This is an optimization exercise on Yosys and OpenROAD, whose aim is small area and a short achievable clock period, not a production implementation. Function was not checked in any run shown here: the RTL went through the layout flow alone. Power figures rest on the tool's default switching activity, not on a simulated workload.

## flow/design.v (module list and top-level ports; edited modules follow where they fit)
// module Decoder: 17 lines
// module ARITHMETIC_UNIT: 1190 lines
// module lOGIC_UNIT: 32 lines
// module CMP_UNIT: 30 lines
// module SHIFT_UNIT: 32 lines
// module ALU_TOP: 21 lines
module ALU_TOP #(parameter width = 16)
(
    input wire [width-1:0] A, B,
    input wire [3:0] ALU_FUN,
    input wire CLK, RST,
    output wire [(width*2)-1:0] Arith_OUT,
    output wire [width-1:0] Logic_OUT, CMP_OUT,
    output wire [width:0] SHIFT_OUT,
    output wire Carry_OUT, Arith_Flag, Logic_Flag, CMP_Flag, SHIFT_Flag
);
  // ...
==> flow/run.sh <==
#!/bin/bash
# synth_recipe.tcl (not shown) runs the flow's synth.tcl, then flattens the netlist and writes it again
# the make line also repeats each setting of config.mk as NAME=value (left out here)
make -C /OpenROAD-flow-scripts/flow DESIGN_CONFIG=/design/flow/config.mk WORK_HOME=/design/flow/orfs CLKGATE_MAP_FILE= SYNTH_SCRIPT=/design/flow/synth_recipe.tcl finish
==> flow/config.mk <==
export PLATFORM = sky130hd
export DESIGN_NAME = ALU_TOP
export DESIGN_NICKNAME = ALU_TOP
export VERILOG_FILES = /design/flow/design.v
export SDC_FILE = /design/flow/constraint.sdc
export NUM_CORES = 4
export LEC_CHECK = 0
export ABC_AREA = 1
export ABC_CLOCK_PERIOD_IN_PS = 90000
export CAP_MARGIN = 20
export CORE_MARGIN = 2
export CORE_UTILIZATION = 40
export SLEW_MARGIN = 20
==> flow/constraint.sdc <==
create_clock -name core_clock -period 90.0 [get_ports {CLK}]
set_input_delay 18.0000 -clock core_clock [delete_from_list [all_inputs] [get_ports {CLK}]]
set_output_delay 18.0000 -clock core_clock [all_outputs]
set_load 0.01 [all_outputs]
==> flow_metrics.env, run 1 <==
export IMPL_layout_commonest_cell="nand2_1"
export IMPL_hold_worst_slack_ns=17.78
export IMPL_intPower_mw=0.1993
export IMPL_layout_drive_gt1_share_pct=9.996
export IMPL_antenna_found_initial=2
export IMPL_crit_path_max_incr_delay_ns=0.93
export IMPL_max_cap_viol_count=0
export IMPL_gr_total_overflow=0
export IMPL_yosys_top_cells_area="nand2_1, fa_1, xor2_1"
export IMPL_ys_seq_area_share_pct=9.822
export IMPL_syn2layout_area_growth_pct=8.072
export IMPL_post_route_period_util_pct=43.18
export IMPL_path_class="in2reg"
export IMPL_clockRootBuffer="clkbuf_16"
export IMPL_synth_most_common_cell="nand2_1"
export IMPL_die_h_um=216.7
export IMPL_sh_seq_area_pct=9.088
export IMPL_final_clk_cell_share_pct=1.402
export IMPL_n_antenna_cell=2
export IMPL_synth_async_reset_ratio_pct=100.0
export IMPL_run_status="complete, no violations"
export IMPL_crit_fanout=25
export IMPL_drt_first_pass_iters=6
export IMPL_clk_path_buf_depth=2
export IMPL_critPathCapture="ARITHMETIC_UNIT.Arith_OUT[20]"
export IMPL_max_slew_margin_pct=24.20
export IMPL_n_all_inverters=402
export IMPL_finalPower_mw=0.4478
export IMPL_synth_distinct_cells=72
export IMPL_crit_path_start="B[15]"
export IMPL_p_per_area_nw_per_um2=22.91
export IMPL_cp_num_cells=145
export IMPL_place_gp_congestion=0.9499
export IMPL_viasPerCell=5.581
export IMPL_crit_buf_inv=17
==> inputs of run 2 (changes only) <==
--- a/flow/design.v
+++ b/flow/design.v
@@ -643,539 +643,421 @@
     wire d8_t416 = r7_400 | ob[7];
     wire d8_G417 = d8_g401 | (d8_t409 & nsb);
     wire d8_G418 = d8_g402 | (d8_t410 & d8_G417);
-    wire d8_G419 = d8_g404 | (d8_t412 & d8_g403);
-    wire d8_T420 = d8_t412 & d8_t411;
-    wire d8_G421 = d8_g406 | (d8_t414 & d8_g405);
-    wire d8_T422 = d8_t414 & d8_t413;
-    wire d8_G423 = d8_g408 | (d8_t416 & d8_g407);
-    wire d8_T424 = d8_t416 & d8_t415;
-    wire d8_G425 = d8_G419 | (d8_T420 & d8_G418);
-    wire d8_G426 = d8_G423 | (d8_T424 & d8_G421);
-    wire d8_T427 = d8_T424 & d8_T422;
-    wire d8_G428 = d8_G426 | (d8_T427 & d8_G425);
-    wire d8_G429 = d8_G421 | (d8_T422 & d8_G425);
-    wire d8_G430 = d8_g403 | (d8_t411 & d8_G418);
-    wire d8_G431 = d8_g405 | (d8_t413 & d8_G425);
-    wire d8_G432 = d8_g407 | (d8_t415 & d8_G429);
+    wire d8_G419 = d8_g403 | (d8_t411 & d8_G418);
+    wire d8_G420 = d8_g404 | (d8_t412 & d8_G419);
+    wire d8_G421 = d8_g405 | (d8_t413 & d8_G420);
+    wire d8_G422 = d8_g406 | (d8_t414 & d8_G421);
+    wire d8_G423 = d8_g407 | (d8_t415 & d8_G422);
+    wire d8_G424 = d8_g408 | (d8_t416 & d8_G423);
     wire hz8 = ~|nb[15:8];
-    assign q[8] = hz8 & d8_G428;
-    wire r8_433 = ua[8] ^ (q[8] & (ob[0] ^ nsb));
-    wire r8_434 = r7_394 ^ (q[8] & (ob[1] ^ d8_G417));
-    wire r8_435 = r7_395 ^ (q[8] & (ob[2] ^ d8_G418));
-    wire r8_436 = r7_396 ^ (q[8] & (ob[3] ^ d8_G430));
-    wire r8_437 = r7_397 ^ (q[8] & (ob[4] ^ d8_G425));
-    wire r8_438 = r7_398 ^ (q[8] & (ob[5] ^ d8_G431));
-    wire r8_439 = r7_399 ^ (q[8] & (ob[6] ^ d8_G429));
-    wire r8_440 = r7_400 ^ (q[8] & (ob[7] ^ d8_G432));
-    wire d9_g441 = ua[7] & ob[0];
-    wire d9_g442 = r8_433 & ob[1];
-    wire d9_g443 = r8_434 & ob[2];
-    wire d9_g444 = r8_435 & ob[3];
-    wire d9_g445 = r8_436 & ob[4];
-    wire d9_g446 = r8_437 & ob[5];
-    wire d9_g447 = r8_438 & ob[6];
-    wire d9_g448 = r8_439 & ob[7];
-    wire d9_g449 = r8_440 & ob[8];
-    wire d9_t450 = ua[7] | ob[0];
-    wire d9_t451 = r8_433 | ob[1];
-    wire d9_t452 = r8_434 | ob[2];
-    wire d9_t453 = r8_435 | ob[3];
-    wire d9_t454 = r8_436 | ob[4];
-    wire d9_t455 = r8_437 | ob[5];
-    wire d9_t456 = r8_438 | ob[6];
-    wire d9_t457 = r8_439 | ob[7];
-    wire d9_t458 = r8_440 | ob[8];
-    wire d9_G459 = d9_g441 | (d9_t450 & nsb);
-    wire d9_G460 = d9_g442 | (d9_t451 & d9_G459);
-    wire d9_G461 = d9_g444 | (d9_t453 & d9_g443);
-    wire d9_T462 = d9_t453 & d9_t452;
-    wire d9_G463 = d9_g446 | (d9_t455 & d9_g445);
-    wire d9_T464 = d9_t455 & d9_t454;
-    wire d9_G465 = d9_g448 | (d9_t457 & d9_g447);
-    wire d9_T466 = d9_t457 & d9_t456;
-    wire d9_G467 = d9_G461 | (d9_T462 & d9_G460);
-    wire d9_G468 = d9_G465 | (d9_T466 & d9_G463);
-    wire d9_T469 = d9_T466 & d9_T464;
-    wire d9_G470 = d9_G468 | (d9_T469 & d9_G467);
-    wire d9_G471 = d9_G463 | (d9_T464 & d9_G467);
-    wire d9_G472 = d9_g443 | (d9_t452 & d9_G460);
-    wire d9_G473 = d9_g445 | (d9_t454 & d9_G467);
-    wire d9_G474 = d9_g447 | (d9_t456 & d9_G471);
-    wire d9_G475 = d9_g449 | (d9_t458 & d9_G470);
+    assign q[8] = hz8 & d8_G424;
+    wire r8_425 = ua[8] ^ (q[8] & (ob[0] ^ nsb));
+    wire r8_426 = r7_394 ^ (q[8] & (ob[1] ^ d8_G417));
+    wire r8_427 = r7_395 ^ (q[8] & (ob[2] ^ d8_G418));
+    wire r8_428 = r7_396 ^ (q[8] & (ob[3] ^ d8_G419));
+    wire r8_429 = r7_397 ^ (q[8] & (ob[4] ^ d8_G420));
+    wire r8_430 = r7_398 ^ (q[8] & (ob[5] ^ d8_G421));
+    wire r8_431 = r7_399 ^ (q[8] & (ob[6] ^ d8_G422));
+    wire r8_432 = r7_400 ^ (q[8] & (ob[7] ^ d8_G423));
+    wire d9_g433 = ua[7] & ob[0];
+    wire d9_g434 = r8_425 & ob[1];
+    wire d9_g435 = r8_426 & ob[2];
+    wire d9_g436 = r8_427 & ob[3];
+    wire d9_g437 = r8_428 & ob[4];
+    wire d9_g438 = r8_429 & ob[5];
+    wire d9_g439 = r8_430 & ob[6];
+    wire d9_g440 = r8_431 & ob[7];
+    wire d9_g441 = r8_432 & ob[8];
+    wire d9_t442 = ua[7] | ob[0];
+    wire d9_t443 = r8_425 | ob[1];
+    wire d9_t444 = r8_426 | ob[2];
+    wire d9_t445 = r8_427 | ob[3];
+    wire d9_t446 = r8_428 | ob[4];
+    wire d9_t447 = r8_429 | ob[5];
+    wire d9_t448 = r8_430 | ob[6];
+    wire d9_t449 = r8_431 | ob[7];
+    wire d9_t450 = r8_432 | ob[8];
+    wire d9_G451 = d9_g433 | (d9_t442 & nsb);
+    wire d9_G452 = d9_g434 | (d9_t443 & d9_G451);
+    wire d9_G453 = d9_g435 | (d9_t444 & d9_G452);
+    wire d9_G454 = d9_g436 | (d9_t445 & d9_G453);
+    wire d9_G455 = d9_g437 | (d9_t446 & d9_G454);
+    wire d9_G456 = d9_g438 | (d9_t447 & d9_G455);
+    wire d9_G457 = d9_g439 | (d9_t448 & d9_G456);
+    wire d9_G458 = d9_g440 | (d9_t449 & d9_G457);
+    wire d9_G459 = d9_g441 | (d9_t450 & d9_G458);
     wire hz9 = ~|nb[15:9];
-    assign q[7] = hz9 & d9_G475;
-    wire r9_476 = ua[7] ^ (q[7] & (ob[0] ^ nsb));
-    wire r9_477 = r8_433 ^ (q[7] & (ob[1] ^ d9_G459));
-    wire r9_478 = r8_434 ^ (q[7] & (ob[2] ^ d9_G460));
-    wire r9_479 = r8_435 ^ (q[7] & (ob[3] ^ d9_G472));
-    wire r9_480 = r8_436 ^ (q[7] & (ob[4] ^ d9_G467));
-    wire r9_481 = r8_437 ^ (q[7] & (ob[5] ^ d9_G473));
-    wire r9_482 = r8_438 ^ (q[7] & (ob[6] ^ d9_G471));
-    wire r9_483 = r8_439 ^ (q[7] & (ob[7] ^ d9_G474));
-    wire r9_484 = r8_440 ^ (q[7] & (ob[8] ^ d9_G470));
-    wire d10_g485 = ua[6] & ob[0];
-    wire d10_g486 = r9_476 & ob[1];
-    wire d10_g487 = r9_477 & ob[2];
-    wire d10_g488 = r9_478 & ob[3];
-    wire d10_g489 = r9_479 & ob[4];
-    wire d10_g490 = r9_480 & ob[5];
-    wire d10_g491 = r9_481 & ob[6];
-    wire d10_g492 = r9_482 & ob[7];
-    wire d10_g493 = r9_483 & ob[8];
-    wire d10_g494 = r9_484 & ob[9];
-    wire d10_t495 = ua[6] | ob[0];
-    wire d10_t496 = r9_476 | ob[1];
-    wire d10_t497 = r9_477 | ob[2];
-    wire d10_t498 = r9_478 | ob[3];
-    wire d10_t499 = r9_479 | ob[4];
-    wire d10_t500 = r9_480 | ob[5];
-    wire d10_t501 = r9_481 | ob[6];
-    wire d10_t502 = r9_482 | ob[7];
-    wire d10_t503 = r9_483 | ob[8];
-    wire d10_t504 = r9_484 | ob[9];
-    wire d10_G505 = d10_g485 | (d10_t495 & nsb);
-    wire d10_G506 = d10_g486 | (d10_t496 & d10_G505);
-    wire d10_G507 = d10_g488 | (d10_t498 & d10_g487);
-    wire d10_T508 = d10_t498 & d10_t497;
-    wire d10_G509 = d10_g490 | (d10_t500 & d10_g489);
-    wire d10_T510 = d10_t500 & d10_t499;
-    wire d10_G511 = d10_g492 | (d10_t502 & d10_g491);
-    wire d10_T512 = d10_t502 & d10_t501;
-    wire d10_G513 = d10_g494 | (d10_t504 & d10_g493);
-    wire d10_T514 = d10_t504 & d10_t503;
-    wire d10_G515 = d10_G507 | (d10_T508 & d10_G506);
-    wire d10_G516 = d10_G511 | (d10_T512 & d10_G509);
-    wire d10_T517 = d10_T512 & d10_T510;
-    wire d10_G518 = d10_G516 | (d10_T517 & d10_G515);
-    wire d10_G519 = d10_G509 | (d10_T510 & d10_G515);
-    wire d10_G520 = d10_G513 | (d10_T514 & d10_G518);
-    wire d10_G521 = d10_g487 | (d10_t497 & d10_G506);
-    wire d10_G522 = d10_g489 | (d10_t499 & d10_G515);
-    wire d10_G523 = d10_g491 | (d10_t501 & d10_G519);
-    wire d10_G524 = d10_g493 | (d10_t503 & d10_G518);
+    assign q[7] = hz9 & d9_G459;
+    wire r9_460 = ua[7] ^ (q[7] & (ob[0] ^ nsb));
+    wire r9_461 = r8_425 ^ (q[7] & (ob[1] ^ d9_G451));
+    wire r9_462 = r8_426 ^ (q[7] & (ob[2] ^ d9_G452));
+    wire r9_463 = r8_427 ^ (q[7] & (ob[3] ^ d9_G453));
+    wire r9_464 = r8_428 ^ (q[7] & (ob[4] ^ d9_G454));
+    wire r9_465 = r8_429 ^ (q[7] & (ob[5] ^ d9_G455));
+    wire r9_466 = r8_430 ^ (q[7] & (ob[6] ^ d9_G456));
+    wire r9_467 = r8_431 ^ (q[7] & (ob[7] ^ d9_G457));
+    wire r9_468 = r8_432 ^ (q[7] & (ob[8] ^ d9_G458));
+    wire d10_g469 = ua[6] & ob[0];
+    wire d10_g470 = r9_460 & ob[1];
+    wire d10_g471 = r9_461 & ob[2];
+    wire d10_g472 = r9_462 & ob[3];
+    wire d10_g473 = r9_463 & ob[4];
+    wire d10_g474 = r9_464 & ob[5];
+    wire d10_g475 = r9_465 & ob[6];
+    wire d10_g476 = r9_466 & ob[7];
+    wire d10_g477 = r9_467 & ob[8];
+    wire d10_g478 = r9_468 & ob[9];
+    wire d10_t479 = ua[6] | ob[0];
+    wire d10_t480 = r9_460 | ob[1];
+    wire d10_t481 = r9_461 | ob[2];
+    wire d10_t482 = r9_462 | ob[3];
+    wire d10_t483 = r9_463 | ob[4];
+    wire d10_t484 = r9_464 | ob[5];
+    wire d10_t485 = r9_465 | ob[6];
+    wire d10_t486 = r9_466 | ob[7];
+    wire d10_t487 = r9_467 | ob[8];
+    wire d10_t488 = r9_468 | ob[9];
+    wire d10_G489 = d10_g469 | (d10_t479 & nsb);
+    wire d10_G490 = d10_g470 | (d10_t480 & d10_G489);
+    wire d10_G491 = d10_g471 | (d10_t481 & d10_G490);
+    wire d10_G492 = d10_g472 | (d10_t482 & d10_G491);
+    wire d10_G493 = d10_g473 | (d10_t483 & d10_G492);
+    wire d10_G494 = d10_g474 | (d10_t484 & d10_G493);
+    wire d10_G495 = d10_g475 | (d10_t485 & d10_G494);
+    wire d10_G496 = d10_g476 | (d10_t486 & d10_G495);
+    wire d10_G497 = d10_g477 | (d10_t487 & d10_G496);
+    wire d10_G498 = d10_g478 | (d10_t488 & d10_G497);
     wire hz10 = ~|nb[15:10];
-    assign q[6] = hz10 & d10_G520;
-    wire r10_525 = ua[6] ^ (q[6] & (ob[0] ^ nsb));
-    wire r10_526 = r9_476 ^ (q[6] & (ob[1] ^ d10_G505));
-    wire r10_527 = r9_477 ^ (q[6] & (ob[2] ^ d10_G506));
-    wire r10_528 = r9_478 ^ (q[6] & (ob[3] ^ d10_G521));
-    wire r10_529 = r9_479 ^ (q[6] & (ob[4] ^ d10_G515));
-    wire r10_530 = r9_480 ^ (q[6] & (ob[5] ^ d10_G522));
-    wire r10_531 = r9_481 ^ (q[6] & (ob[6] ^ d10_G519));
-    wire r10_532 = r9_482 ^ (q[6] & (ob[7] ^ d10_G523));
-    wire r10_533 = r9_483 ^ (q[6] & (ob[8] ^ d10_G518));
-    wire r10_534 = r9_484 ^ (q[6] & (ob[9] ^ d10_G524));
-    wire d11_g535 = ua[5] & ob[0];
-    wire d11_g536 = r10_525 & ob[1];
-    wire d11_g537 = r10_526 & ob[2];
-    wire d11_g538 = r10_527 & ob[3];
-    wire d11_g539 = r10_528 & ob[4];
-    wire d11_g540 = r10_529 & ob[5];
-    wire d11_g541 = r10_530 & ob[6];
-    wire d11_g542 = r10_531 & ob[7];
-    wire d11_g543 = r10_532 & ob[8];
-    wire d11_g544 = r10_533 & ob[9];
-    wire d11_g545 = r10_534 & ob[10];
-    wire d11_t546 = ua[5] | ob[0];
-    wire d11_t547 = r10_525 | ob[1];
-    wire d11_t548 = r10_526 | ob[2];
-    wire d11_t549 = r10_527 | ob[3];
-    wire d11_t550 = r10_528 | ob[4];
-    wire d11_t551 = r10_529 | ob[5];
-    wire d11_t552 = r10_530 | ob[6];
-    wire d11_t553 = r10_531 | ob[7];
-    wire d11_t554 = r10_532 | ob[8];
-    wire d11_t555 = r10_533 | ob[9];
-    wire d11_t556 = r10_534 | ob[10];
-    wire d11_G557 = d11_g535 | (d11_t546 & nsb);
-    wire d11_G558 = d11_g536 | (d11_t547 & d11_G557);
-    wire d11_G559 = d11_g538 | (d11_t549 & d11_g537);
-    wire d11_T560 = d11_t549 & d11_t548;
-    wire d11_G561 = d11_g540 | (d11_t551 & d11_g539);
-    wire d11_T562 = d11_t551 & d11_t550;
-    wire d11_G563 = d11_g542 | (d11_t553 & d11_g541);
-    wire d11_T564 = d11_t553 & d11_t552;
-    wire d11_G565 = d11_g544 | (d11_t555 & d11_g543);
-    wire d11_T566 = d11_t555 & d11_t554;
-    wire d11_G567 = d11_G559 | (d11_T560 & d11_G558);
-    wire d11_G568 = d11_G563 | (d11_T564 & d11_G561);
-    wire d11_T569 = d11_T564 & d11_T562;
-    wire d11_G570 = d11_G568 | (d11_T569 & d11_G567);
-    wire d11_G571 = d11_G561 | (d11_T562 & d11_G567);
-    wire d11_G572 = d11_G565 | (d11_T566 & d11_G570);
-    wire d11_G573 = d11_g537 | (d11_t548 & d11_G558);
-    wire d11_G574 = d11_g539 | (d11_t550 & d11_G567);
-    wire d11_G575 = d11_g541 | (d11_t552 & d11_G571);
-    wire d11_G576 = d11_g543 | (d11_t554 & d11_G570);
-    wire d11_G577 = d11_g545 | (d11_t556 & d11_G572);
+    assign q[6] = hz10 & d10_G498;
+    wire r10_499 = ua[6] ^ (q[6] & (ob[0] ^ nsb));
+    wire r10_500 = r9_460 ^ (q[6] & (ob[1] ^ d10_G489));
+    wire r10_501 = r9_461 ^ (q[6] & (ob[2] ^ d10_G490));
+    wire r10_502 = r9_462 ^ (q[6] & (ob[3] ^ d10_G491));
+    wire r10_503 = r9_463 ^ (q[6] & (ob[4] ^ d10_G492));
+    wire r10_504 = r9_464 ^ (q[6] & (ob[5] ^ d10_G493));
+    wire r10_505 = r9_465 ^ (q[6] & (ob[6] ^ d10_G494));
+    wire r10_506 = r9_466 ^ (q[6] & (ob[7] ^ d10_G495));
+    wire r10_507 = r9_467 ^ (q[6] & (ob[8] ^ d10_G496));
+    wire r10_508 = r9_468 ^ (q[6] & (ob[9] ^ d10_G497));
+    wire d11_g509 = ua[5] & ob[0];
+    wire d11_g510 = r10_499 & ob[1];
+    wire d11_g511 = r10_500 & ob[2];
+    wire d11_g512 = r10_501 & ob[3];
+    wire d11_g513 = r10_502 & ob[4];
+    wire d11_g514 = r10_503 & ob[5];
+    wire d11_g515 = r10_504 & ob[6];
+    wire d11_g516 = r10_505 & ob[7];
+    wire d11_g517 = r10_506 & ob[8];
+    wire d11_g518 = r10_507 & ob[9];
+    wire d11_g519 = r10_508 & ob[10];
+    wire d11_t520 = ua[5] | ob[0];
+    wire d11_t521 = r10_499 | ob[1];
+    wire d11_t522 = r10_500 | ob[2];
+    wire d11_t523 = r10_501 | ob[3];
+    wire d11_t524 = r10_502 | ob[4];
+    wire d11_t525 = r10_503 | ob[5];
+    wire d11_t526 = r10_504 | ob[6];
+    wire d11_t527 = r10_505 | ob[7];
+    wire d11_t528 = r10_506 | ob[8];
+    wire d11_t529 = r10_507 | ob[9];
+    wire d11_t530 = r10_508 | ob[10];
+    wire d11_G531 = d11_g509 | (d11_t520 & nsb);
+    wire d11_G532 = d11_g510 | (d11_t521 & d11_G531);
+    wire d11_G533 = d11_g511 | (d11_t522 & d11_G532);
+    wire d11_G534 = d11_g512 | (d11_t523 & d11_G533);
+    wire d11_G535 = d11_g513 | (d11_t524 & d11_G534);
+    wire d11_G536 = d11_g514 | (d11_t525 & d11_G535);
+    wire d11_G537 = d11_g515 | (d11_t526 & d11_G536);
+    wire d11_G538 = d11_g516 | (d11_t527 & d11_G537);
+    wire d11_G539 = d11_g517 | (d11_t528 & d11_G538);
+    wire d11_G540 = d11_g518 | (d11_t529 & d11_G539);
+    wire d11_G541 = d11_g519 | (d11_t530 & d11_G540);
     wire hz11 = ~|nb[15:11];
-    assign q[5] = hz11 & d11_G577;
-    wire r11_578 = ua[5] ^ (q[5] & (ob[0] ^ nsb));
-    wire r11_579 = r10_525 ^ (q[5] & (ob[1] ^ d11_G557));
-    wire r11_580 = r10_526 ^ (q[5] & (ob[2] ^ d11_G558));
-    wire r11_581 = r10_527 ^ (q[5] & (ob[3] ^ d11_G573));
-    wire r11_582 = r10_528 ^ (q[5] & (ob[4] ^ d11_G567));
-    wire r11_583 = r10_529 ^ (q[5] & (ob[5] ^ d11_G574));
-    wire r11_584 = r10_530 ^ (q[5] & (ob[6] ^ d11_G571));
-    wire r11_585 = r10_531 ^ (q[5] & (ob[7] ^ d11_G575));
-    wire r11_586 = r10_532 ^ (q[5] & (ob[8] ^ d11_G570));
-    wire r11_587 = r10_533 ^ (q[5] & (ob[9] ^ d11_G576));
-    wire r11_588 = r10_534 ^ (q[5] & (ob[10] ^ d11_G572));
-    wire d12_g589 = ua[4] & ob[0];
-    wire d12_g590 = r11_578 & ob[1];
-    wire d12_g591 = r11_579 & ob[2];
-    wire d12_g592 = r11_580 & ob[3];
-    wire d12_g593 = r11_581 & ob[4];
-    wire d12_g594 = r11_582 & ob[5];
-    wire d12_g595 = r11_583 & ob[6];
-    wire d12_g596 = r11_584 & ob[7];
-    wire d12_g597 = r11_585 & ob[8];
-    wire d12_g598 = r11_586 & ob[9];
-    wire d12_g599 = r11_587 & ob[10];
-    wire d12_g600 = r11_588 & ob[11];
-    wire d12_t601 = ua[4] | ob[0];
-    wire d12_t602 = r11_578 | ob[1];
-    wire d12_t603 = r11_579 | ob[2];
-    wire d12_t604 = r11_580 | ob[3];
-    wire d12_t605 = r11_581 | ob[4];
-    wire d12_t606 = r11_582 | ob[5];
-    wire d12_t607 = r11_583 | ob[6];
-    wire d12_t608 = r11_584 | ob[7];
-    wire d12_t609 = r11_585 | ob[8];
-    wire d12_t610 = r11_586 | ob[9];
-    wire d12_t611 = r11_587 | ob[10];
-    wire d12_t612 = r11_588 | ob[11];
-    wire d12_G613 = d12_g589 | (d12_t601 & nsb);
-    wire d12_G614 = d12_g590 | (d12_t602 & d12_G613);
-    wire d12_G615 = d12_g592 | (d12_t604 & d12_g591);
-    wire d12_T616 = d12_t604 & d12_t603;
-    wire d12_G617 = d12_g594 | (d12_t606 & d12_g593);
-    wire d12_T618 = d12_t606 & d12_t605;
-    wire d12_G619 = d12_g596 | (d12_t608 & d12_g595);
-    wire d12_T620 = d12_t608 & d12_t607;
-    wire d12_G621 = d12_g598 | (d12_t610 & d12_g597);
-    wire d12_T622 = d12_t610 & d12_t609;
-    wire d12_G623 = d12_g600 | (d12_t612 & d12_g599);
-    wire d12_T624 = d12_t612 & d12_t611;
-    wire d12_G625 = d12_G615 | (d12_T616 & d12_G614);
-    wire d12_G626 = d12_G619 | (d12_T620 & d12_G617);
-    wire d12_T627 = d12_T620 & d12_T618;
-    wire d12_G628 = d12_G623 | (d12_T624 & d12_G621);
-    wire d12_T629 = d12_T624 & d12_T622;
-    wire d12_G630 = d12_G626 | (d12_T627 & d12_G625);
-    wire d12_G631 = d12_G628 | (d12_T629 & d12_G630);
-    wire d12_G632 = d12_G617 | (d12_T618 & d12_G625);
-    wire d12_G633 = d12_G621 | (d12_T622 & d12_G630);
-    wire d12_G634 = d12_g591 | (d12_t603 & d12_G614);
-    wire d12_G635 = d12_g593 | (d12_t605 & d12_G625);
-    wire d12_G636 = d12_g595 | (d12_t607 & d12_G632);
-    wire d12_G637 = d12_g597 | (d12_t609 & d12_G630);
-    wire d12_G638 = d12_g599 | (d12_t611 & d12_G633);
+    assign q[5] = hz11 & d11_G541;
+    wire r11_542 = ua[5] ^ (q[5] & (ob[0] ^ nsb));
+    wire r11_543 = r10_499 ^ (q[5] & (ob[1] ^ d11_G531));
+    wire r11_544 = r10_500 ^ (q[5] & (ob[2] ^ d11_G532));
+    wire r11_545 = r10_501 ^ (q[5] & (ob[3] ^ d11_G533));
+    wire r11_546 = r10_502 ^ (q[5] & (ob[4] ^ d11_G534));
+    wire r11_547 = r10_503 ^ (q[5] & (ob[5] ^ d11_G535));
+    wire r11_548 = r10_504 ^ (q[5] & (ob[6] ^ d11_G536));
+    wire r11_549 = r10_505 ^ (q[5] & (ob[7] ^ d11_G537));
+    wire r11_550 = r10_506 ^ (q[5] & (ob[8] ^ d11_G538));
+    wire r11_551 = r10_507 ^ (q[5] & (ob[9] ^ d11_G539));
+    wire r11_552 = r10_508 ^ (q[5] & (ob[10] ^ d11_G540));
+    wire d12_g553 = ua[4] & ob[0];
+    wire d12_g554 = r11_542 & ob[1];
+    wire d12_g555 = r11_543 & ob[2];
+    wire d12_g556 = r11_544 & ob[3];
+    wire d12_g557 = r11_545 & ob[4];
+    wire d12_g558 = r11_546 & ob[5];
+    wire d12_g559 = r11_547 & ob[6];
+    wire d12_g560 = r11_548 & ob[7];
+    wire d12_g561 = r11_549 & ob[8];
+    wire d12_g562 = r11_550 & ob[9];
+    wire d12_g563 = r11_551 & ob[10];
+    wire d12_g564 = r11_552 & ob[11];
+    wire d12_t565 = ua[4] | ob[0];
+    wire d12_t566 = r11_542 | ob[1];
+    wire d12_t567 = r11_543 | ob[2];
+    wire d12_t568 = r11_544 | ob[3];
+    wire d12_t569 = r11_545 | ob[4];
+    wire d12_t570 = r11_546 | ob[5];
+    wire d12_t571 = r11_547 | ob[6];
+    wire d12_t572 = r11_548 | ob[7];
+    wire d12_t573 = r11_549 | ob[8];
+    wire d12_t574 = r11_550 | ob[9];
+    wire d12_t575 = r11_551 | ob[10];
+    wire d12_t576 = r11_552 | ob[11];
+    wire d12_G577 = d12_g553 | (d12_t565 & nsb);
+    wire d12_G578 = d12_g554 | (d12_t566 & d12_G577);
+    wire d12_G579 = d12_g555 | (d12_t567 & d12_G578);
+    wire d12_G580 = d12_g556 | (d12_t568 & d12_G579);
+    wire d12_G581 = d12_g557 | (d12_t569 & d12_G580);
+    wire d12_G582 = d12_g558 | (d12_t570 & d12_G581);
+    wire d12_G583 = d12_g559 | (d12_t571 & d12_G582);
+    wire d12_G584 = d12_g560 | (d12_t572 & d12_G583);
+    wire d12_G585 = d12_g561 | (d12_t573 & d12_G584);
+    wire d12_G586 = d12_g562 | (d12_t574 & d12_G585);
+    wire d12_G587 = d12_g563 | (d12_t575 & d12_G586);
+    wire d12_G588 = d12_g564 | (d12_t576 & d12_G587);
     wire hz12 = ~|nb[15:12];
-    assign q[4] = hz12 & d12_G631;
-    wire r12_639 = ua[4] ^ (q[4] & (ob[0] ^ nsb));
-    wire r12_640 = r11_578 ^ (q[4] & (ob[1] ^ d12_G613));
-    wire r12_641 = r11_579 ^ (q[4] & (ob[2] ^ d12_G614));
-    wire r12_642 = r11_580 ^ (q[4] & (ob[3] ^ d12_G634));
-    wire r12_643 = r11_581 ^ (q[4] & (ob[4] ^ d12_G625));
-    wire r12_644 = r11_582 ^ (q[4] & (ob[5] ^ d12_G635));
-    wire r12_645 = r11_583 ^ (q[4] & (ob[6] ^ d12_G632));
-    wire r12_646 = r11_584 ^ (q[4] & (ob[7] ^ d12_G636));
-    wire r12_647 = r11_585 ^ (q[4] & (ob[8] ^ d12_G630));
-    wire r12_648 = r11_586 ^ (q[4] & (ob[9] ^ d12_G637));
-    wire r12_649 = r11_587 ^ (q[4] & (ob[10] ^ d12_G633));
-    wire r12_650 = r11_588 ^ (q[4] & (ob[11] ^ d12_G638));
-    wire d13_g651 = ua[3] & ob[0];
-    wire d13_g652 = r12_639 & ob[1];
-    wire d13_g653 = r12_640 & ob[2];
-    wire d13_g654 = r12_641 & ob[3];
-    wire d13_g655 = r12_642 & ob[4];
-    wire d13_g656 = r12_643 & ob[5];
-    wire d13_g657 = r12_644 & ob[6];
-    wire d13_g658 = r12_645 & ob[7];
-    wire d13_g659 = r12_646 & ob[8];
-    wire d13_g660 = r12_647 & ob[9];
-    wire d13_g661 = r12_648 & ob[10];
-    wire d13_g662 = r12_649 & ob[11];
-    wire d13_g663 = r12_650 & ob[12];
-    wire d13_t664 = ua[3] | ob[0];
-    wire d13_t665 = r12_639 | ob[1];
-    wire d13_t666 = r12_640 | ob[2];
-    wire d13_t667 = r12_641 | ob[3];
-    wire d13_t668 = r12_642 | ob[4];
-    wire d13_t669 = r12_643 | ob[5];
-    wire d13_t670 = r12_644 | ob[6];
-    wire d13_t671 = r12_645 | ob[7];
-    wire d13_t672 = r12_646 | ob[8];
-    wire d13_t673 = r12_647 | ob[9];
-    wire d13_t674 = r12_648 | ob[10];
-    wire d13_t675 = r12_649 | ob[11];
-    wire d13_t676 = r12_650 | ob[12];
-    wire d13_G677 = d13_g651 | (d13_t664 & nsb);
-    wire d13_G678 = d13_g652 | (d13_t665 & d13_G677);
-    wire d13_G679 = d13_g654 | (d13_t667 & d13_g653);
-    wire d13_T680 = d13_t667 & d13_t666;
-    wire d13_G681 = d13_g656 | (d13_t669 & d13_g655);
-    wire d13_T682 = d13_t669 & d13_t668;
-    wire d13_G683 = d13_g658 | (d13_t671 & d13_g657);
-    wire d13_T684 = d13_t671 & d13_t670;
-    wire d13_G685 = d13_g660 | (d13_t673 & d13_g659);
-    wire d13_T686 = d13_t673 & d13_t672;
-    wire d13_G687 = d13_g662 | (d13_t675 & d13_g661);
-    wire d13_T688 = d13_t675 & d13_t674;
-    wire d13_G689 = d13_G679 | (d13_T680 & d13_G678);
-    wire d13_G690 = d13_G683 | (d13_T684 & d13_G681);
-    wire d13_T691 = d13_T684 & d13_T682;
-    wire d13_G692 = d13_G687 | (d13_T688 & d13_G685);
-    wire d13_T693 = d13_T688 & d13_T686;
-    wire d13_G694 = d13_G690 | (d13_T691 & d13_G689);
-    wire d13_G695 = d13_G692 | (d13_T693 & d13_G694);
-    wire d13_G696 = d13_G681 | (d13_T682 & d13_G689);
-    wire d13_G697 = d13_G685 | (d13_T686 & d13_G694);
-    wire d13_G698 = d13_g653 | (d13_t666 & d13_G678);
-    wire d13_G699 = d13_g655 | (d13_t668 & d13_G689);
-    wire d13_G700 = d13_g657 | (d13_t670 & d13_G696);
-    wire d13_G701 = d13_g659 | (d13_t672 & d13_G694);
-    wire d13_G702 = d13_g661 | (d13_t674 & d13_G697);
-    wire d13_G703 = d13_g663 | (d13_t676 & d13_G695);
+    assign q[4] = hz12 & d12_G588;
+    wire r12_589 = ua[4] ^ (q[4] & (ob[0] ^ nsb));
+    wire r12_590 = r11_542 ^ (q[4] & (ob[1] ^ d12_G577));
+    wire r12_591 = r11_543 ^ (q[4] & (ob[2] ^ d12_G578));
+    wire r12_592 = r11_544 ^ (q[4] & (ob[3] ^ d12_G579));
+    wire r12_593 = r11_545 ^ (q[4] & (ob[4] ^ d12_G580));
+    wire r12_594 = r11_546 ^ (q[4] & (ob[5] ^ d12_G581));
+    wire r12_595 = r11_547 ^ (q[4] & (ob[6] ^ d12_G582));
+    wire r12_596 = r11_548 ^ (q[4] & (ob[7] ^ d12_G583));
+    wire r12_597 = r11_549 ^ (q[4] & (ob[8] ^ d12_G584));
+    wire r12_598 = r11_550 ^ (q[4] & (ob[9] ^ d12_G585));
+    wire r12_599 = r11_551 ^ (q[4] & (ob[10] ^ d12_G586));
+    wire r12_600 = r11_552 ^ (q[4] & (ob[11] ^ d12_G587));
+    wire d13_g601 = ua[3] & ob[0];
+    wire d13_g602 = r12_589 & ob[1];
+    wire d13_g603 = r12_590 & ob[2];
+    wire d13_g604 = r12_591 & ob[3];
+    wire d13_g605 = r12_592 & ob[4];
+    wire d13_g606 = r12_593 & ob[5];
+    wire d13_g607 = r12_594 & ob[6];
+    wire d13_g608 = r12_595 & ob[7];
+    wire d13_g609 = r12_596 & ob[8];
+    wire d13_g610 = r12_597 & ob[9];
+    wire d13_g611 = r12_598 & ob[10];
+    wire d13_g612 = r12_599 & ob[11];
+    wire d13_g613 = r12_600 & ob[12];
+    wire d13_t614 = ua[3] | ob[0];
+    wire d13_t615 = r12_589 | ob[1];
+    wire d13_t616 = r12_590 | ob[2];
+    wire d13_t617 = r12_591 | ob[3];
+    wire d13_t618 = r12_592 | ob[4];
+    wire d13_t619 = r12_593 | ob[5];
+    wire d13_t620 = r12_594 | ob[6];
+    wire d13_t621 = r12_595 | ob[7];
+    wire d13_t622 = r12_596 | ob[8];
+    wire d13_t623 = r12_597 | ob[9];
+    wire d13_t624 = r12_598 | ob[10];
+    wire d13_t625 = r12_599 | ob[11];
+    wire d13_t626 = r12_600 | ob[12];
+    wire d13_G627 = d13_g601 | (d13_t614 & nsb);
+    wire d13_G628 = d13_g602 | (d13_t615 & d13_G627);
+    wire d13_G629 = d13_g603 | (d13_t616 & d13_G628);
+    wire d13_G630 = d13_g604 | (d13_t617 & d13_G629);
+    wire d13_G631 = d13_g605 | (d13_t618 & d13_G630);
+    wire d13_G632 = d13_g606 | (d13_t619 & d13_G631);
+    wire d13_G633 = d13_g607 | (d13_t620 & d13_G632);
+    wire d13_G634 = d13_g608 | (d13_t621 & d13_G633);
+    wire d13_G635 = d13_g609 | (d13_t622 & d13_G634);
+    wire d13_G636 = d13_g610 | (d13_t623 & d13_G635);
+    wire d13_G637 = d13_g611 | (d13_t624 & d13_G636);
+    wire d13_G638 = d13_g612 | (d13_t625 & d13_G637);
+    wire d13_G639 = d13_g613 | (d13_t626 & d13_G638);
     wire hz13 = ~|nb[15:13];
-    assign q[3] = hz13 & d13_G703;
-    wire r13_704 = ua[3] ^ (q[3] & (ob[0] ^ nsb));
-    wire r13_705 = r12_639 ^ (q[3] & (ob[1] ^ d13_G677));
-    wire r13_706 = r12_640 ^ (q[3] & (ob[2] ^ d13_G678));
-    wire r13_707 = r12_641 ^ (q[3] & (ob[3] ^ d13_G698));
-    wire r13_708 = r12_642 ^ (q[3] & (ob[4] ^ d13_G689));
-    wire r13_709 = r12_643 ^ (q[3] & (ob[5] ^ d13_G699));
-    wire r13_710 = r12_644 ^ (q[3] & (ob[6] ^ d13_G696));
-    wire r13_711 = r12_645 ^ (q[3] & (ob[7] ^ d13_G700));
-    wire r13_712 = r12_646 ^ (q[3] & (ob[8] ^ d13_G694));
-    wire r13_713 = r12_647 ^ (q[3] & (ob[9] ^ d13_G701));
-    wire r13_714 = r12_648 ^ (q[3] & (ob[10] ^ d13_G697));
-    wire r13_715 = r12_649 ^ (q[3] & (ob[11] ^ d13_G702));
-    wire r13_716 = r12_650 ^ (q[3] & (ob[12] ^ d13_G695));
-    wire d14_g717 = ua[2] & ob[0];
-    wire d14_g718 = r13_704 & ob[1];
-    wire d14_g719 = r13_705 & ob[2];
-    wire d14_g720 = r13_706 & ob[3];
-    wire d14_g721 = r13_707 & ob[4];
-    wire d14_g722 = r13_708 & ob[5];
-    wire d14_g723 = r13_709 & ob[6];
-    wire d14_g724 = r13_710 & ob[7];
-    wire d14_g725 = r13_711 & ob[8];
-    wire d14_g726 = r13_712 & ob[9];
-    wire d14_g727 = r13_713 & ob[10];
-    wire d14_g728 = r13_714 & ob[11];
-    wire d14_g729 = r13_715 & ob[12];
-    wire d14_g730 = r13_716 & ob[13];
-    wire d14_t731 = ua[2] | ob[0];
-    wire d14_t732 = r13_704 | ob[1];
-    wire d14_t733 = r13_705 | ob[2];
-    wire d14_t734 = r13_706 | ob[3];
-    wire d14_t735 = r13_707 | ob[4];
-    wire d14_t736 = r13_708 | ob[5];
-    wire d14_t737 = r13_709 | ob[6];
-    wire d14_t738 = r13_710 | ob[7];
-    wire d14_t739 = r13_711 | ob[8];
-    wire d14_t740 = r13_712 | ob[9];
-    wire d14_t741 = r13_713 | ob[10];
-    wire d14_t742 = r13_714 | ob[11];
-    wire d14_t743 = r13_715 | ob[12];
-    wire d14_t744 = r13_716 | ob[13];
-    wire d14_G745 = d14_g717 | (d14_t731 & nsb);
-    wire d14_G746 = d14_g718 | (d14_t732 & d14_G745);
-    wire d14_G747 = d14_g720 | (d14_t734 & d14_g719);
-    wire d14_T748 = d14_t734 & d14_t733;
-    wire d14_G749 = d14_g722 | (d14_t736 & d14_g721);
-    wire d14_T750 = d14_t736 & d14_t735;
-    wire d14_G751 = d14_g724 | (d14_t738 & d14_g723);
-    wire d14_T752 = d14_t738 & d14_t737;
-    wire d14_G753 = d14_g726 | (d14_t740 & d14_g725);
-    wire d14_T754 = d14_t740 & d14_t739;
-    wire d14_G755 = d14_g728 | (d14_t742 & d14_g727);
-    wire d14_T756 = d14_t742 & d14_t741;
-    wire d14_G757 = d14_g730 | (d14_t744 & d14_g729);
-    wire d14_T758 = d14_t744 & d14_t743;
-    wire d14_G759 = d14_G747 | (d14_T748 & d14_G746);
-    wire d14_G760 = d14_G751 | (d14_T752 & d14_G749);
-    wire d14_T761 = d14_T752 & d14_T750;
-    wire d14_G762 = d14_G755 | (d14_T756 & d14_G753);
-    wire d14_T763 = d14_T756 & d14_T754;
-    wire d14_G764 = d14_G760 | (d14_T761 & d14_G759);
-    wire d14_G765 = d14_G762 | (d14_T763 & d14_G764);
-    wire d14_G766 = d14_G749 | (d14_T750 & d14_G759);
-    wire d14_G767 = d14_G753 | (d14_T754 & d14_G764);
-    wire d14_G768 = d14_G757 | (d14_T758 & d14_G765);
-    wire d14_G769 = d14_g719 | (d14_t733 & d14_G746);
-    wire d14_G770 = d14_g721 | (d14_t735 & d14_G759);
-    wire d14_G771 = d14_g723 | (d14_t737 & d14_G766);
-    wire d14_G772 = d14_g725 | (d14_t739 & d14_G764);
-    wire d14_G773 = d14_g727 | (d14_t741 & d14_G767);
-    wire d14_G774 = d14_g729 | (d14_t743 & d14_G765);
+    assign q[3] = hz13 & d13_G639;
+    wire r13_640 = ua[3] ^ (q[3] & (ob[0] ^ nsb));
+    wire r13_641 = r12_589 ^ (q[3] & (ob[1] ^ d13_G627));
+    wire r13_642 = r12_590 ^ (q[3] & (ob[2] ^ d13_G628));
+    wire r13_643 = r12_591 ^ (q[3] & (ob[3] ^ d13_G629));
+    wire r13_644 = r12_592 ^ (q[3] & (ob[4] ^ d13_G630));
+    wire r13_645 = r12_593 ^ (q[3] & (ob[5] ^ d13_G631));
+    wire r13_646 = r12_594 ^ (q[3] & (ob[6] ^ d13_G632));
+    wire r13_647 = r12_595 ^ (q[3] & (ob[7] ^ d13_G633));
+    wire r13_648 = r12_596 ^ (q[3] & (ob[8] ^ d13_G634));
+    wire r13_649 = r12_597 ^ (q[3] & (ob[9] ^ d13_G635));
+    wire r13_650 = r12_598 ^ (q[3] & (ob[10] ^ d13_G636));
+    wire r13_651 = r12_599 ^ (q[3] & (ob[11] ^ d13_G637));
+    wire r13_652 = r12_600 ^ (q[3] & (ob[12] ^ d13_G638));
+    wire d14_g653 = ua[2] & ob[0];
+    wire d14_g654 = r13_640 & ob[1];
+    wire d14_g655 = r13_641 & ob[2];
+    wire d14_g656 = r13_642 & ob[3];
+    wire d14_g657 = r13_643 & ob[4];
+    wire d14_g658 = r13_644 & ob[5];
+    wire d14_g659 = r13_645 & ob[6];
+    wire d14_g660 = r13_646 & ob[7];
+    wire d14_g661 = r13_647 & ob[8];
+    wire d14_g662 = r13_648 & ob[9];
+    wire d14_g663 = r13_649 & ob[10];
+    wire d14_g664 = r13_650 & ob[11];
+    wire d14_g665 = r13_651 & ob[12];
+    wire d14_g666 = r13_652 & ob[13];
+    wire d14_t667 = ua[2] | ob[0];
+    wire d14_t668 = r13_640 | ob[1];
+    wire d14_t669 = r13_641 | ob[2];
+    wire d14_t670 = r13_642 | ob[3];
+    wire d14_t671 = r13_643 | ob[4];
+    wire d14_t672 = r13_644 | ob[5];
+    wire d14_t673 = r13_645 | ob[6];
+    wire d14_t674 = r13_646 | ob[7];
+    wire d14_t675 = r13_647 | ob[8];
+    wire d14_t676 = r13_648 | ob[9];
+    wire d14_t677 = r13_649 | ob[10];
+    wire d14_t678 = r13_650 | ob[11];
+    wire d14_t679 = r13_651 | ob[12];
+    wire d14_t680 = r13_652 | ob[13];
+    wire d14_G681 = d14_g653 | (d14_t667 & nsb);
+    wire d14_G682 = d14_g654 | (d14_t668 & d14_G681);
+    wire d14_G683 = d14_g655 | (d14_t669 & d14_G682);
+    wire d14_G684 = d14_g656 | (d14_t670 & d14_G683);
+    wire d14_G685 = d14_g657 | (d14_t671 & d14_G684);
+    wire d14_G686 = d14_g658 | (d14_t672 & d14_G685);
+    wire d14_G687 = d14_g659 | (d14_t673 & d14_G686);
+    wire d14_G688 = d14_g660 | (d14_t674 & d14_G687);
+    wire d14_G689 = d14_g661 | (d14_t675 & d14_G688);
+    wire d14_G690 = d14_g662 | (d14_t676 & d14_G689);
+    wire d14_G691 = d14_g663 | (d14_t677 & d14_G690);
+    wire d14_G692 = d14_g664 | (d14_t678 & d14_G691);
+    wire d14_G693 = d14_g665 | (d14_t679 & d14_G692);
+    wire d14_G694 = d14_g666 | (d14_t680 & d14_G693);
     wire hz14 = ~|nb[15:14];
-    assign q[2] = hz14 & d14_G768;
-    wire r14_775 = ua[2] ^ (q[2] & (ob[0] ^ nsb));
-    wire r14_776 = r13_704 ^ (q[2] & (ob[1] ^ d14_G745));
-    wire r14_777 = r13_705 ^ (q[2] & (ob[2] ^ d14_G746));
-    wire r14_778 = r13_706 ^ (q[2] & (ob[3] ^ d14_G769));
-    wire r14_779 = r13_707 ^ (q[2] & (ob[4] ^ d14_G759));
-    wire r14_780 = r13_708 ^ (q[2] & (ob[5] ^ d14_G770));
-    wire r14_781 = r13_709 ^ (q[2] & (ob[6] ^ d14_G766));
-    wire r14_782 = r13_710 ^ (q[2] & (ob[7] ^ d14_G771));
-    wire r14_783 = r13_711 ^ (q[2] & (ob[8] ^ d14_G764));
-    wire r14_784 = r13_712 ^ (q[2] & (ob[9] ^ d14_G772));
-    wire r14_785 = r13_713 ^ (q[2] & (ob[10] ^ d14_G767));
-    wire r14_786 = r13_714 ^ (q[2] & (ob[11] ^ d14_G773));
-    wire r14_787 = r13_715 ^ (q[2] & (ob[12] ^ d14_G765));
-    wire r14_788 = r13_716 ^ (q[2] & (ob[13] ^ d14_G774));
-    wire d15_g789 = ua[1] & ob[0];
-    wire d15_g790 = r14_775 & ob[1];
-    wire d15_g791 = r14_776 & ob[2];
-    wire d15_g792 = r14_777 & ob[3];
-    wire d15_g793 = r14_778 & ob[4];
-    wire d15_g794 = r14_779 & ob[5];
-    wire d15_g795 = r14_780 & ob[6];
-    wire d15_g796 = r14_781 & ob[7];
-    wire d15_g797 = r14_782 & ob[8];
-    wire d15_g798 = r14_783 & ob[9];
-    wire d15_g799 = r14_784 & ob[10];
-    wire d15_g800 = r14_785 & ob[11];
-    wire d15_g801 = r14_786 & ob[12];
-    wire d15_g802 = r14_787 & ob[13];
-    wire d15_g803 = r14_788 & ob[14];
-    wire d15_t804 = ua[1] | ob[0];
-    wire d15_t805 = r14_775 | ob[1];
-    wire d15_t806 = r14_776 | ob[2];
-    wire d15_t807 = r14_777 | ob[3];
-    wire d15_t808 = r14_778 | ob[4];
-    wire d15_t809 = r14_779 | ob[5];
-    wire d15_t810 = r14_780 | ob[6];
-    wire d15_t811 = r14_781 | ob[7];
-    wire d15_t812 = r14_782 | ob[8];
-    wire d15_t813 = r14_783 | ob[9];
-    wire d15_t814 = r14_784 | ob[10];
-    wire d15_t815 = r14_785 | ob[11];
-    wire d15_t816 = r14_786 | ob[12];
-    wire d15_t817 = r14_787 | ob[13];
-    wire d15_t818 = r14_788 | ob[14];
-    wire d15_G819 = d15_g789 | (d15_t804 & nsb);
-    wire d15_G820 = d15_g790 | (d15_t805 & d15_G819);
-    wire d15_G821 = d15_g792 | (d15_t807 & d15_g791);
-    wire d15_T822 = d15_t807 & d15_t806;
-    wire d15_G823 = d15_g794 | (d15_t809 & d15_g793);
-    wire d15_T824 = d15_t809 & d15_t808;
-    wire d15_G825 = d15_g796 | (d15_t811 & d15_g795);
-    wire d15_T826 = d15_t811 & d15_t810;
-    wire d15_G827 = d15_g798 | (d15_t813 & d15_g797);
-    wire d15_T828 = d15_t813 & d15_t812;
-    wire d15_G829 = d15_g800 | (d15_t815 & d15_g799);
-    wire d15_T830 = d15_t815 & d15_t814;
-    wire d15_G831 = d15_g802 | (d15_t817 & d15_g801);
-    wire d15_T832 = d15_t817 & d15_t816;
-    wire d15_G833 = d15_G821 | (d15_T822 & d15_G820);
-    wire d15_G834 = d15_G825 | (d15_T826 & d15_G823);
-    wire d15_T835 = d15_T826 & d15_T824;
-    wire d15_G836 = d15_G829 | (d15_T830 & d15_G827);
-    wire d15_T837 = d15_T830 & d15_T828;
-    wire d15_G838 = d15_G834 | (d15_T835 & d15_G833);
-    wire d15_G839 = d15_G836 | (d15_T837 & d15_G838);
-    wire d15_G840 = d15_G823 | (d15_T824 & d15_G833);
-    wire d15_G841 = d15_G827 | (d15_T828 & d15_G838);
-    wire d15_G842 = d15_G831 | (d15_T832 & d15_G839);
-    wire d15_G843 = d15_g791 | (d15_t806 & d15_G820);
-    wire d15_G844 = d15_g793 | (d15_t808 & d15_G833);
-    wire d15_G845 = d15_g795 | (d15_t810 & d15_G840);
-    wire d15_G846 = d15_g797 | (d15_t812 & d15_G838);
-    wire d15_G847 = d15_g799 | (d15_t814 & d15_G841);
-    wire d15_G848 = d15_g801 | (d15_t816 & d15_G839);
-    wire d15_G849 = d15_g803 | (d15_t818 & d15_G842);
+    assign q[2] = hz14 & d14_G694;
+    wire r14_695 = ua[2] ^ (q[2] & (ob[0] ^ nsb));
+    wire r14_696 = r13_640 ^ (q[2] & (ob[1] ^ d14_G681));
+    wire r14_697 = r13_641 ^ (q[2] & (ob[2] ^ d14_G682));
+    wire r14_698 = r13_642 ^ (q[2] & (ob[3] ^ d14_G683));
+    wire r14_699 = r13_643 ^ (q[2] & (ob[4] ^ d14_G684));
+    wire r14_700 = r13_644 ^ (q[2] & (ob[5] ^ d14_G685));
+    wire r14_701 = r13_645 ^ (q[2] & (ob[6] ^ d14_G686));
+    wire r14_702 = r13_646 ^ (q[2] & (ob[7] ^ d14_G687));
+    wire r14_703 = r13_647 ^ (q[2] & (ob[8] ^ d14_G688));
+    wire r14_704 = r13_648 ^ (q[2] & (ob[9] ^ d14_G689));
+    wire r14_705 = r13_649 ^ (q[2] & (ob[10] ^ d14_G690));
+    wire r14_706 = r13_650 ^ (q[2] & (ob[11] ^ d14_G691));
+    wire r14_707 = r13_651 ^ (q[2] & (ob[12] ^ d14_G692));
+    wire r14_708 = r13_652 ^ (q[2] & (ob[13] ^ d14_G693));
+    wire d15_g709 = ua[1] & ob[0];
+    wire d15_g710 = r14_695 & ob[1];
+    wire d15_g711 = r14_696 & ob[2];
+    wire d15_g712 = r14_697 & ob[3];
+    wire d15_g713 = r14_698 & ob[4];
+    wire d15_g714 = r14_699 & ob[5];
+    wire d15_g715 = r14_700 & ob[6];
+    wire d15_g716 = r14_701 & ob[7];
+    wire d15_g717 = r14_702 & ob[8];
+    wire d15_g718 = r14_703 & ob[9];
+    wire d15_g719 = r14_704 & ob[10];
+    wire d15_g720 = r14_705 & ob[11];
+    wire d15_g721 = r14_706 & ob[12];
+    wire d15_g722 = r14_707 & ob[13];
+    wire d15_g723 = r14_708 & ob[14];
+    wire d15_t724 = ua[1] | ob[0];
+    wire d15_t725 = r14_695 | ob[1];
+    wire d15_t726 = r14_696 | ob[2];
+    wire d15_t727 = r14_697 | ob[3];
+    wire d15_t728 = r14_698 | ob[4];
+    wire d15_t729 = r14_699 | ob[5];
+    wire d15_t730 = r14_700 | ob[6];
+    wire d15_t731 = r14_701 | ob[7];
+    wire d15_t732 = r14_702 | ob[8];
+    wire d15_t733 = r14_703 | ob[9];
+    wire d15_t734 = r14_704 | ob[10];
+    wire d15_t735 = r14_705 | ob[11];
+    wire d15_t736 = r14_706 | ob[12];
+    wire d15_t737 = r14_707 | ob[13];
+    wire d15_t738 = r14_708 | ob[14];
+    wire d15_G739 = d15_g709 | (d15_t724 & nsb);
+    wire d15_G740 = d15_g710 | (d15_t725 & d15_G739);
+    wire d15_G741 = d15_g711 | (d15_t726 & d15_G740);
+    wire d15_G742 = d15_g712 | (d15_t727 & d15_G741);
+    wire d15_G743 = d15_g713 | (d15_t728 & d15_G742);
+    wire d15_G744 = d15_g714 | (d15_t729 & d15_G743);
+    wire d15_G745 = d15_g715 | (d15_t730 & d15_G744);
+    wire d15_G746 = d15_g716 | (d15_t731 & d15_G745);
+    wire d15_G747 = d15_g717 | (d15_t732 & d15_G746);
+    wire d15_G748 = d15_g718 | (d15_t733 & d15_G747);
+    wire d15_G749 = d15_g719 | (d15_t734 & d15_G748);
+    wire d15_G750 = d15_g720 | (d15_t735 & d15_G749);
+    wire d15_G751 = d15_g721 | (d15_t736 & d15_G750);
+    wire d15_G752 = d15_g722 | (d15_t737 & d15_G751);
+    wire d15_G753 = d15_g723 | (d15_t738 & d15_G752);
     wire hz15 = ~|nb[15:15];
-    assign q[1] = hz15 & d15_G849;
-    wire r15_850 = ua[1] ^ (q[1] & (ob[0] ^ nsb));
-    wire r15_851 = r14_775 ^ (q[1] & (ob[1] ^ d15_G819));
-    wire r15_852 = r14_776 ^ (q[1] & (ob[2] ^ d15_G820));
-    wire r15_853 = r14_777 ^ (q[1] & (ob[3] ^ d15_G843));
-    wire r15_854 = r14_778 ^ (q[1] & (ob[4] ^ d15_G833));
-    wire r15_855 = r14_779 ^ (q[1] & (ob[5] ^ d15_G844));
-    wire r15_856 = r14_780 ^ (q[1] & (ob[6] ^ d15_G840));
-    wire r15_857 = r14_781 ^ (q[1] & (ob[7] ^ d15_G845));
-    wire r15_858 = r14_782 ^ (q[1] & (ob[8] ^ d15_G838));
-    wire r15_859 = r14_783 ^ (q[1] & (ob[9] ^ d15_G846));
-    wire r15_860 = r14_784 ^ (q[1] & (ob[10] ^ d15_G841));
-    wire r15_861 = r14_785 ^ (q[1] & (ob[11] ^ d15_G847));
-    wire r15_862 = r14_786 ^ (q[1] & (ob[12] ^ d15_G839));
-    wire r15_863 = r14_787 ^ (q[1] & (ob[13] ^ d15_G848));
-    wire r15_864 = r14_788 ^ (q[1] & (ob[14] ^ d15_G842));
-    wire d16_g865 = ua[0] & ob[0];
-    wire d16_g866 = r15_850 & ob[1];
-    wire d16_g867 = r15_851 & ob[2];
-    wire d16_g868 = r15_852 & ob[3];
-    wire d16_g869 = r15_853 & ob[4];
-    wire d16_g870 = r15_854 & ob[5];
-    wire d16_g871 = r15_855 & ob[6];
-    wire d16_g872 = r15_856 & ob[7];
-    wire d16_g873 = r15_857 & ob[8];
-    wire d16_g874 = r15_858 & ob[9];
-    wire d16_g875 = r15_859 & ob[10];
-    wire d16_g876 = r15_860 & ob[11];
-    wire d16_g877 = r15_861 & ob[12];
-    wire d16_g878 = r15_862 & ob[13];
-    wire d16_g879 = r15_863 & ob[14];
-    wire d16_g880 = r15_864 & ob[15];
-    wire d16_t881 = ua[0] | ob[0];
-    wire d16_t882 = r15_850 | ob[1];
-    wire d16_t883 = r15_851 | ob[2];
-    wire d16_t884 = r15_852 | ob[3];
-    wire d16_t885 = r15_853 | ob[4];
-    wire d16_t886 = r15_854 | ob[5];
-    wire d16_t887 = r15_855 | ob[6];
-    wire d16_t888 = r15_856 | ob[7];
-    wire d16_t889 = r15_857 | ob[8];
-    wire d16_t890 = r15_858 | ob[9];
-    wire d16_t891 = r15_859 | ob[10];
-    wire d16_t892 = r15_860 | ob[11];
-    wire d16_t893 = r15_861 | ob[12];
-    wire d16_t894 = r15_862 | ob[13];
-    wire d16_t895 = r15_863 | ob[14];
-    wire d16_t896 = r15_864 | ob[15];
-    wire d16_G897 = d16_g865 | (d16_t881 & nsb);
-    wire d16_G898 = d16_g866 | (d16_t882 & d16_G897);
-    wire d16_G899 = d16_g868 | (d16_t884 & d16_g867);
-    wire d16_T900 = d16_t884 & d16_t883;
-    wire d16_G901 = d16_g870 | (d16_t886 & d16_g869);
-    wire d16_T902 = d16_t886 & d16_t885;
-    wire d16_G903 = d16_g872 | (d16_t888 & d16_g871);
-    wire d16_T904 = d16_t888 & d16_t887;
-    wire d16_G905 = d16_g874 | (d16_t890 & d16_g873);
-    wire d16_T906 = d16_t890 & d16_t889;
-    wire d16_G907 = d16_g876 | (d16_t892 & d16_g875);
-    wire d16_T908 = d16_t892 & d16_t891;
-    wire d16_G909 = d16_g878 | (d16_t894 & d16_g877);
-    wire d16_T910 = d16_t894 & d16_t893;
-    wire d16_G911 = d16_g880 | (d16_t896 & d16_g879);
-    wire d16_T912 = d16_t896 & d16_t895;
-    wire d16_G913 = d16_G899 | (d16_T900 & d16_G898);
-    wire d16_G914 = d16_G903 | (d16_T904 & d16_G901);
-    wire d16_T915 = d16_T904 & d16_T902;
-    wire d16_G916 = d16_G907 | (d16_T908 & d16_G905);
-    wire d16_T917 = d16_T908 & d16_T906;
-    wire d16_G918 = d16_G911 | (d16_T912 & d16_G909);
-    wire d16_T919 = d16_T912 & d16_T910;
-    wire d16_G920 = d16_G914 | (d16_T915 & d16_G913);
-    wire d16_G921 = d16_G918 | (d16_T919 & d16_G916);
-    wire d16_T922 = d16_T919 & d16_T917;
-    wire d16_G923 = d16_G921 | (d16_T922 & d16_G920);
-    wire d16_G924 = d16_G916 | (d16_T917 & d16_G920);
-    wire d16_G925 = d16_G901 | (d16_T902 & d16_G913);
-    wire d16_G926 = d16_G905 | (d16_T906 & d16_G920);
-    wire d16_G927 = d16_G909 | (d16_T910 & d16_G924);
-    wire d16_G928 = d16_g867 | (d16_t883 & d16_G898);
-    wire d16_G929 = d16_g869 | (d16_t885 & d16_G913);
-    wire d16_G930 = d16_g871 | (d16_t887 & d16_G925);
-    wire d16_G931 = d16_g873 | (d16_t889 & d16_G920);
-    wire d16_G932 = d16_g875 | (d16_t891 & d16_G926);
-    wire d16_G933 = d16_g877 | (d16_t893 & d16_G924);
-    wire d16_G934 = d16_g879 | (d16_t895 & d16_G927);
-    assign q[0] = d16_G923;
+    assign q[1] = hz15 & d15_G753;
+    wire r15_754 = ua[1] ^ (q[1] & (ob[0] ^ nsb));
+    wire r15_755 = r14_695 ^ (q[1] & (ob[1] ^ d15_G739));
+    wire r15_756 = r14_696 ^ (q[1] & (ob[2] ^ d15_G740));
+    wire r15_757 = r14_697 ^ (q[1] & (ob[3] ^ d15_G741));
+    wire r15_758 = r14_698 ^ (q[1] & (ob[4] ^ d15_G742));
+    wire r15_759 = r14_699 ^ (q[1] & (ob[5] ^ d15_G743));
+    wire r15_760 = r14_700 ^ (q[1] & (ob[6] ^ d15_G744));
+    wire r15_761 = r14_701 ^ (q[1] & (ob[7] ^ d15_G745));
+    wire r15_762 = r14_702 ^ (q[1] & (ob[8] ^ d15_G746));
+    wire r15_763 = r14_703 ^ (q[1] & (ob[9] ^ d15_G747));
+    wire r15_764 = r14_704 ^ (q[1] & (ob[10] ^ d15_G748));
+    wire r15_765 = r14_705 ^ (q[1] & (ob[11] ^ d15_G749));
+    wire r15_766 = r14_706 ^ (q[1] & (ob[12] ^ d15_G750));
+    wire r15_767 = r14_707 ^ (q[1] & (ob[13] ^ d15_G751));
+    wire r15_768 = r14_708 ^ (q[1] & (ob[14] ^ d15_G752));
+    wire d16_g769 = ua[0] & ob[0];
+    wire d16_g770 = r15_754 & ob[1];
+    wire d16_g771 = r15_755 & ob[2];
+    wire d16_g772 = r15_756 & ob[3];
+    wire d16_g773 = r15_757 & ob[4];
+    wire d16_g774 = r15_758 & ob[5];
+    wire d16_g775 = r15_759 & ob[6];
+    wire d16_g776 = r15_760 & ob[7];
+    wire d16_g777 = r15_761 & ob[8];
+    wire d16_g778 = r15_762 & ob[9];
+    wire d16_g779 = r15_763 & ob[10];
+    wire d16_g780 = r15_764 & ob[11];
+    wire d16_g781 = r15_765 & ob[12];
+    wire d16_g782 = r15_766 & ob[13];
+    wire d16_g783 = r15_767 & ob[14];
+    wire d16_g784 = r15_768 & ob[15];
+    wire d16_t785 = ua[0] | ob[0];
+    wire d16_t786 = r15_754 | ob[1];
+    wire d16_t787 = r15_755 | ob[2];
+    wire d16_t788 = r15_756 | ob[3];
+    wire d16_t789 = r15_757 | ob[4];
+    wire d16_t790 = r15_758 | ob[5];
+    wire d16_t791 = r15_759 | ob[6];
+    wire d16_t792 = r15_760 | ob[7];
+    wire d16_t793 = r15_761 | ob[8];
+    wire d16_t794 = r15_762 | ob[9];
+    wire d16_t795 = r15_763 | ob[10];
+    wire d16_t796 = r15_764 | ob[11];
+    wire d16_t797 = r15_765 | ob[12];
+    wire d16_t798 = r15_766 | ob[13];
+    wire d16_t799 = r15_767 | ob[14];
+    wire d16_t800 = r15_768 | ob[15];
+    wire d16_G801 = d16_g769 | (d16_t785 & nsb);
+    wire d16_G802 = d16_g770 | (d16_t786 & d16_G801);
+    wire d16_G803 = d16_g771 | (d16_t787 & d16_G802);
+    wire d16_G804 = d16_g772 | (d16_t788 & d16_G803);
+    wire d16_G805 = d16_g773 | (d16_t789 & d16_G804);
+    wire d16_G806 = d16_g774 | (d16_t790 & d16_G805);
+    wire d16_G807 = d16_g775 | (d16_t791 & d16_G806);
+    wire d16_G808 = d16_g776 | (d16_t792 & d16_G807);
+    wire d16_G809 = d16_g777 | (d16_t793 & d16_G808);
+    wire d16_G810 = d16_g778 | (d16_t794 & d16_G809);
+    wire d16_G811 = d16_g779 | (d16_t795 & d16_G810);
+    wire d16_G812 = d16_g780 | (d16_t796 & d16_G811);
+    wire d16_G813 = d16_g781 | (d16_t797 & d16_G812);
+    wire d16_G814 = d16_g782 | (d16_t798 & d16_G813);
+    wire d16_G815 = d16_g783 | (d16_t799 & d16_G814);
+    wire d16_G816 = d16_g784 | (d16_t800 & d16_G815);
+    assign q[0] = d16_G816;
     wire sq = sa ^ sb;
     wire [15:0] qlo;
     assign qlo[0] = 1'b0;
==> run 2 against run 1 <==
  * Still clean
  * Flip-flop and latch count unchanged
  * Clock-buffer cell count decreased by 1
  * Non-clock buffer count increased by 13
  * Die area decreased by 2.2%
  * Area after synthesis decreased by 2.2%
  * Critical path depth increased by 54
  * Combinational power decreased by 5.9%
  * Critical endpoint is now ARITHMETIC_UNIT.Arith_OUT[18]
  * Largest power group unchanged
==> flow_metrics.env, run 2 <==
export IMPL_placed_area_um2=18840
export IMPL_synth_distinct_cells=71
export IMPL_dp_hpwl_mm=45.38
export IMPL_intPower_mw=0.2048
export IMPL_gr_total_overflow=0
export IMPL_viasPerCell=5.494
export IMPL_yosysTopAreaCellShare_pct=12.68
export IMPL_finalPower_mw=0.4351
export IMPL_crit_fanout=26
export IMPL_max_cap_viol_count=0
export IMPL_port_buffers=109
export IMPL_syn2layout_area_growth_pct=8.583
export IMPL_startpoint_type="input pin"
export IMPL_max_slew_margin_pct=28.99
export IMPL_synth_adder_area_share_pct=16.06
export IMPL_layout_drive_gt1_share_pct=13.70
export IMPL_yosys_top_cells_area="fa_1, xor2_1, nand2_1"
export IMPL_p_seq_share_pct=8.6
export IMPL_yosysWarningCount=5
export IMPL_layout_commonest_cell="nand2_1"
export IMPL_post_route_period_util_pct=43.06
export IMPL_drc_errors=0
export IMPL_crit_path_max_incr_delay_ns=0.65
export IMPL_peakVddDrop_v=0.00003407
export IMPL_synth_edf_count=0
export IMPL_path_class="in2reg"
export IMPL_run_status="complete, no violations"
export IMPL_grt_pass1_wl_mm=94.04
export IMPL_dp_slack_ns=51.06
export IMPL_ys_seq_area_share_pct=10.05
export IMPL_clk_path_buf_depth=2
export IMPL_hold_worst_slack_ns=17.78
export IMPL_synth_most_common_cell="nand2_1"
export IMPL_muxShareOfSynthArea_pct=0.1132
export IMPL_ios=124
export IMPL_antenna_found_initial=2
export IMPL_finalSetupTns_ns=0
export IMPL_p_per_area_nw_per_um2=22.66
export IMPL_combPwrFrac_pct=81.3
export IMPL_synth_area_per_cell_um2=7.099
export IMPL_clockRootBuffer="clkbuf_16"
export IMPL_drt_first_pass_iters=5
export IMPL_vias=17140
export IMPL_syn_cell_area_um2=17680
export IMPL_die_h_um=214.3
export IMPL_placed_cells=3102
export IMPL_place_gp_congestion=0.9909
export IMPL_layout_nets=2718
export IMPL_synth_async_reset_ratio_pct=100.0
[run 2: cell types whose count changed after synthesis, sizes merged, moves of 7 or more]
cell | before | now
nand4 | 81 | 44
clkbuf | 76 | 107
nor2 | 159 | 113
clkinv | 19 | 12
nand3 | 258 | 241
buf | 85 | 46
o21ai | 107 | 93
xor2 | 219 | 256
nand2 | 813 | 593
or2 | 17 | 9
xnor2 | 15 | 32
[run 2: cells by family (layout without fill, tap and decap cells)]
kind of cell,count (synthesis),in the layout
adder cells (fa/ha/maj),160,160
flip-flops,71,71
AND/OR/NAND/NOR,1010,1010
other,1,16
buffers and inverters,551,573
XOR/XNOR,288,288
AO/OA/AOI/OAI,408,408
multiplexers,2,2
[run 2: power groups by stage]
stage / sequential, mW / combinational (mW) / clock, mW
2_1_floorplan: 0.0397 / 0.239 / 0
3_3_place_gp: 0.0379 / 0.355 / 0
3_5_place_dp: 0.0379 / 0.357 / 0
4_1_cts: 0.0373 / 0.360 / 0.0448
5_1_grt: 0.0376 / 0.400 / 0.0460
6_report: 0.0373 / 0.354 / 0.0441
[run 2: final cells by class]
| type | count | area [um2] |
|---|---|---|
| fill | 4598 | 24730 |
| multi-input combinational | 1882 | 13290 |
| sequential | 71 | 1777 |
| inverter | 396 | 1573 |
| timing repair buffer | 161 | 1469 |
| tap | 592 | 740.7 |
| clock buffer | 9 | 225.2 |
| clock inverter | 7 | 125.1 |
| antenna | 2 | 5.005 |
[run 2: routing by layer]
layer	part of all wire, %	global-route usage (%)	up-vias
met5	0	0	-
met4	4.9	12.85	0
met3	5.8	2.255	154
met2	49	45.11	703
met1	41	32.44	8254
li1	-	-	8029
[run 2: critical path: cells and delay by family]
kind / cells / cell delay (ns)
AND/OR/NAND/NOR: 163 / 14.86
XOR/XNOR: 4 / 0.93
adder cells (fa/ha/maj): 1 / 0.51
AO/OA/AOI/OAI: 5 / 1.31
buffers and inverters: 26 / 3.17
[run 2: worst max path at each step]
stage | startpoint | end | slack, ns
4_1_cts | B[15] | ARITHMETIC_UNIT.Arith_OUT[18] | 51.38
6_report | B[15] | ARITHMETIC_UNIT.Arith_OUT[18] | 51.25
3_3_place_gp | B[15] | ARITHMETIC_UNIT.Arith_OUT[18] | 51.80
2_1_floorplan | B[15] | ARITHMETIC_UNIT.Arith_OUT[21] | 55.13
5_1_grt | B[15] | ARITHMETIC_UNIT.Arith_OUT[31] | 48.83
3_5_place_dp | B[15] | ARITHMETIC_UNIT.Arith_OUT[18] | 51.06

Re-timed with assumed drivers on the ports (clkbuf_16 on the clock, buf_2 on other inputs), run 2 has 51.282 ns of setup slack against 51.250 ns with ideal ports, and 50.860 ns once port delays also move by the mid clock arrival of 0.422 ns.
